This design comes from an exercise in tuning for small area on the open sky130 flow, not from production work.
Only simulation tests tie the RTL to the original design; equivalence was not proved.
No activity file was given, so power comes from the tool's default toggle rates.

// cxd2545_core
module cxd2545_core (
	input         clk,
	input         rst_n,
	input         cxd_clk,
	input         cxd_data,
	input         cxd_xlat,
	input         sqck,
	input         host_read_n,
	input  [3:0]  host_addr,
	output [23:0] host_cmd,
	output        host_irq_n,
	input  [15:0] sens_pins,
	input         soct_sel,
	input         trc_en,
	input         drain,
	input  [15:0] trc_div,
	output [31:0] track_count,
	output        trc_toggle,
	input         st_valid,
	input  [31:0] st_data,
	input         st_sof,
	input         st_eof,
	output        st_ready,
	output        sens,
	output        subq,
	output        scor,
	output        c2po,
	output        cd_bclk,
	output        cd_lrck,
	output        cd_data
);
	wire rst = ~rst_n;
	reg [4:1] clk_d, xlat_d;
	reg [5:1] sqck_d;
	reg [3:1] data_d;
	always @(posedge clk) begin
		data_d <= {data_d[2:1], cxd_data};
		if (rst) begin
			clk_d  <= 4'b0;
			xlat_d <= 4'b0;
			sqck_d <= 5'b0;
		end else begin
			clk_d  <= {clk_d[3:1], cxd_clk};
			xlat_d <= {xlat_d[3:1], cxd_xlat};
			sqck_d <= {sqck_d[4:1], sqck};
		end
	end
	wire cpu_clk_rise  = clk_d[1] & ~clk_d[2];
	wire cpu_xlat_fall = ~xlat_d[1] & xlat_d[2];
	wire s_clk_rise    = clk_d[3] & ~clk_d[4];
	wire s_xlat_fall   = ~xlat_d[3] & xlat_d[4];
	wire soct_sq_fall  = ~sqck_d[3] & sqck_d[4];
	wire subq_sq_fall  = ~sqck_d[4] & sqck_d[5];
	reg [23:0] cur_cmd;
	reg [23:0] cmd;
	reg        irq_n;
	always @(posedge clk) begin
		if (rst) begin
			cur_cmd <= 24'h0;
			cmd     <= 24'h0;
			irq_n   <= 1'b1;
		end else begin
			if (cpu_clk_rise)
				cur_cmd <= {data_d[1], cur_cmd[23:1]};
			if (cpu_xlat_fall)
				cmd <= cur_cmd;
			if (!host_read_n && host_addr == 4'h1)
				irq_n <= 1'b1;
			else if (cpu_xlat_fall)
				irq_n <= 1'b0;
		end
	end
	assign host_cmd   = cmd;
	assign host_irq_n = irq_n;
	reg cd_c2po;
	assign c2po = cd_c2po;
	reg [15:0] pre_cnt;
	reg [8:0]  div_cnt;
	reg        toggle;
	reg        prev_trig;
	reg        trk_done;
	reg [30:0] trk_cnt;
	wire tick = ~(pre_cnt < trc_div);
	always @(posedge clk) begin
		if (rst) begin
			pre_cnt   <= 16'h0;
  ...
Settings: LEC_CHECK=0, CAP_MARGIN=20, CORE_MARGIN=2, CORE_UTILIZATION=40, PLACE_DENSITY=0.6, SLEW_MARGIN=20; clock period 10.0 ns.
standard.sh (not shown) runs the stock make flow with config.mk's settings and CLKGATE_MAP_FILE= SYNTH_SCRIPT=/design/flow/synth_recipe.tcl, a recipe that flattens the netlist after the stock synthesis.
==> flow/flow/run.sh <==
#!/bin/bash
# Layout flow: the standard synthesis, then its combinational gates re-mapped
# for area by ABC (flip-flops untouched), then the standard ORFS layout with
# smaller port buffers and a clock tree of clkbuf_4 cells without dummy
# loads. Each tool writes its full output to a log of its own: make.synth.log,
# resyn.log and make.layout.log in the work folder, and ORFS's per-step logs
# under orfs/logs.
set -euo pipefail
cd "$(dirname "$0")/.."
W=$PWD
R=$W/orfs/results/$FLOW_PLATFORM/cxd2545_core/base
bash standard.sh "$R/1_2_yosys.v" > make.synth.log 2>&1
cp "$R/1_2_yosys.v" "$W/1_2_yosys.standard.v"
RESYN_LIB=$FLOW_HOME/platforms/$FLOW_PLATFORM/lib/sky130_fd_sc_hd__tt_025C_1v80.lib \
RESYN_IN=$W/1_2_yosys.standard.v RESYN_OUT=$W/1_2_yosys.resyn.v RESYN_TOP=$FLOW_TOP \
RESYN_SCRIPT=$W/flow/resyn.abc \
  yosys -c flow/resyn.tcl > resyn.log 2>&1
cp "$W/1_2_yosys.resyn.v" "$R/1_2_yosys.v"
bash standard.sh \
  "BUFFER_PORTS_ARGS=-buffer_cell sky130_fd_sc_hd__buf_1" \
  "CTS_ARGS=-sink_clustering_enable -repair_clock_nets -dont_use_dummy_load -buf_list sky130_fd_sc_hd__clkbuf_4 -sink_clustering_size 8 -sink_clustering_max_diameter 50" \
  finish > make.layout.log 2>&1
==> flow/flow/resyn.abc <==
strash
&get -n
&st
&b
&dch -f
&nf -a -R 1000
&put
Other scripts of this flow, unchanged in this note and not shown: flow/flow/resyn.tcl
Then changed:
--- a/flow/flow/run.sh
+++ b/flow/flow/run.sh
@@ -21 +21 @@
-  "CTS_ARGS=-sink_clustering_enable -repair_clock_nets -dont_use_dummy_load -buf_list sky130_fd_sc_hd__clkbuf_4 -sink_clustering_size 8 -sink_clustering_max_diameter 50" \
+  "CTS_ARGS=-sink_clustering_enable -repair_clock_nets -dont_use_dummy_load -buf_list sky130_fd_sc_hd__clkbuf_4 -sink_clustering_size 9 -sink_clustering_max_diameter 50" \
==> flow/flow/resyn.abc (replaced) <==
strash
&get -n
&st
&b
&dch -f
&nf -a -R 1000
&st
&b
&dch -f
&nf -a -R 1000
&st
&b
&dch -f
&nf -a -R 1000
&put
--- a/flow/config.mk
+++ b/flow/config.mk
@@ -8 +8 @@
-export CAP_MARGIN = 20
+export CAP_MARGIN = 10
@@ -12 +12 @@
-export SLEW_MARGIN = 20
+export SLEW_MARGIN = 10
=>
- final area goes down by 1.6%
- clock skew drops by 19 ps
- total power decreases by 1.7%
- non-clock buffer count decreases by 2
- maximum frequency is lower by 5.0%
- cell count came out lower by 1.7%
- hold slack is better by 11 ps


Another version of the RTL of cxd2545_core (not shown whole).
Size: roughly 150 I/O pins.
Settings: LEC_CHECK=0, CAP_MARGIN=10, CORE_MARGIN=2, CORE_UTILIZATION=40, PLACE_DENSITY=0.6, SLEW_MARGIN=10; clock period 10.0 ns.
==> flow/flow/run.sh <==
#!/bin/bash
# Layout flow: the standard synthesis, then its combinational gates re-mapped
# for area by ABC (flip-flops untouched), then the standard ORFS layout with
# smaller port buffers and a clock tree of clkbuf_4 cells without dummy
# loads. Each tool writes its full output to a log of its own: make.synth.log,
# resyn.log and make.layout.log in the work folder, and ORFS's per-step logs
# under orfs/logs.
set -euo pipefail
cd "$(dirname "$0")/.."
W=$PWD
R=$W/orfs/results/$FLOW_PLATFORM/cxd2545_core/base
bash standard.sh "$R/1_2_yosys.v" > make.synth.log 2>&1
cp "$R/1_2_yosys.v" "$W/1_2_yosys.standard.v"
RESYN_LIB=$FLOW_HOME/platforms/$FLOW_PLATFORM/lib/sky130_fd_sc_hd__tt_025C_1v80.lib \
RESYN_IN=$W/1_2_yosys.standard.v RESYN_OUT=$W/1_2_yosys.resyn.v RESYN_TOP=$FLOW_TOP \
RESYN_SCRIPT=$W/flow/resyn.abc \
  yosys -c flow/resyn.tcl > resyn.log 2>&1
cp "$W/1_2_yosys.resyn.v" "$R/1_2_yosys.v"
bash standard.sh \
  "BUFFER_PORTS_ARGS=-buffer_cell sky130_fd_sc_hd__buf_1" \
  "CTS_ARGS=-sink_clustering_enable -repair_clock_nets -dont_use_dummy_load -buf_list sky130_fd_sc_hd__clkbuf_4 -sink_clustering_size 9 -sink_clustering_max_diameter 50" \
  finish > make.layout.log 2>&1
Other scripts of this flow, unchanged in this note and not shown: flow/flow/resyn.abc, flow/flow/resyn.tcl
The baseline finished clean.
Next try:
--- a/flow/flow/run.sh
+++ b/flow/flow/run.sh
@@ -19,4 +19,4 @@
 bash standard.sh \
   "BUFFER_PORTS_ARGS=-buffer_cell sky130_fd_sc_hd__buf_1" \
-  "CTS_ARGS=-sink_clustering_enable -repair_clock_nets -dont_use_dummy_load -buf_list sky130_fd_sc_hd__clkbuf_4 -sink_clustering_size 9 -sink_clustering_max_diameter 50" \
+  "CTS_ARGS=-sink_clustering_enable -repair_clock_nets -dont_use_dummy_load -buf_list sky130_fd_sc_hd__clkbuf_4 -sink_clustering_size 10 -sink_clustering_max_diameter 50" \
   finish > make.layout.log 2>&1
Settings changed: CAP_MARGIN 10 to 0, SLEW_MARGIN 10 to 0.
=> The changed run finished with timing, DRC and antenna clean; global-route usage stays flat; worst setup slack gets better by 0.015 ns; fmax stays flat; core utilization is lower by 0.11 points; wire length is lower by 0.52%; area after synthesis is unchanged; sequential cell count stays the same; final area stays flat; via count stays flat.

-- static timing again, ports no longer ideal --
The flow's constraints put no driver on any port. The routed layouts listed below were extracted and timed again, unchanged, in two steps.
Step 1 (the two cells are an assumption about what drives the block):
set clk [get_ports {clk}]
set_driving_cell -lib_cell sky130_fd_sc_hd__clkbuf_16 $clk
set_driving_cell -lib_cell sky130_fd_sc_hd__buf_2 [delete_from_list [all_inputs] $clk]
Step 2 times the ports against the registers' clock, not the clock port: input delays grow and output delays shrink by t, the midpoint of the rising clock arrivals with the driver on.
a / b / c = ideal / step 1 / step 2; a / b = the first two.
run | t (ns) | setup slack, ns | worst register clock-pin slew, ns
the first run of note 1 | 0.729 | 5.446 / 5.422 / 5.422 | 0.09 / 0.09
the second run of note 1 | 0.794 | 5.206 / 5.230 / 4.435 | 0.11 / 0.11
the first run of note 2 | 0.703 | 4.392 / 4.419 / 3.716 | 0.11 / 0.11
the second run of note 2 | 0.724 | 4.407 / 4.434 / 3.710 | 0.12 / 0.12
After both steps setup and hold are still met in every run listed. For the second run of note 1, which loses most, drivers alone change the setup slack by +0.024 ns; drivers and shift together by -0.771 ns.
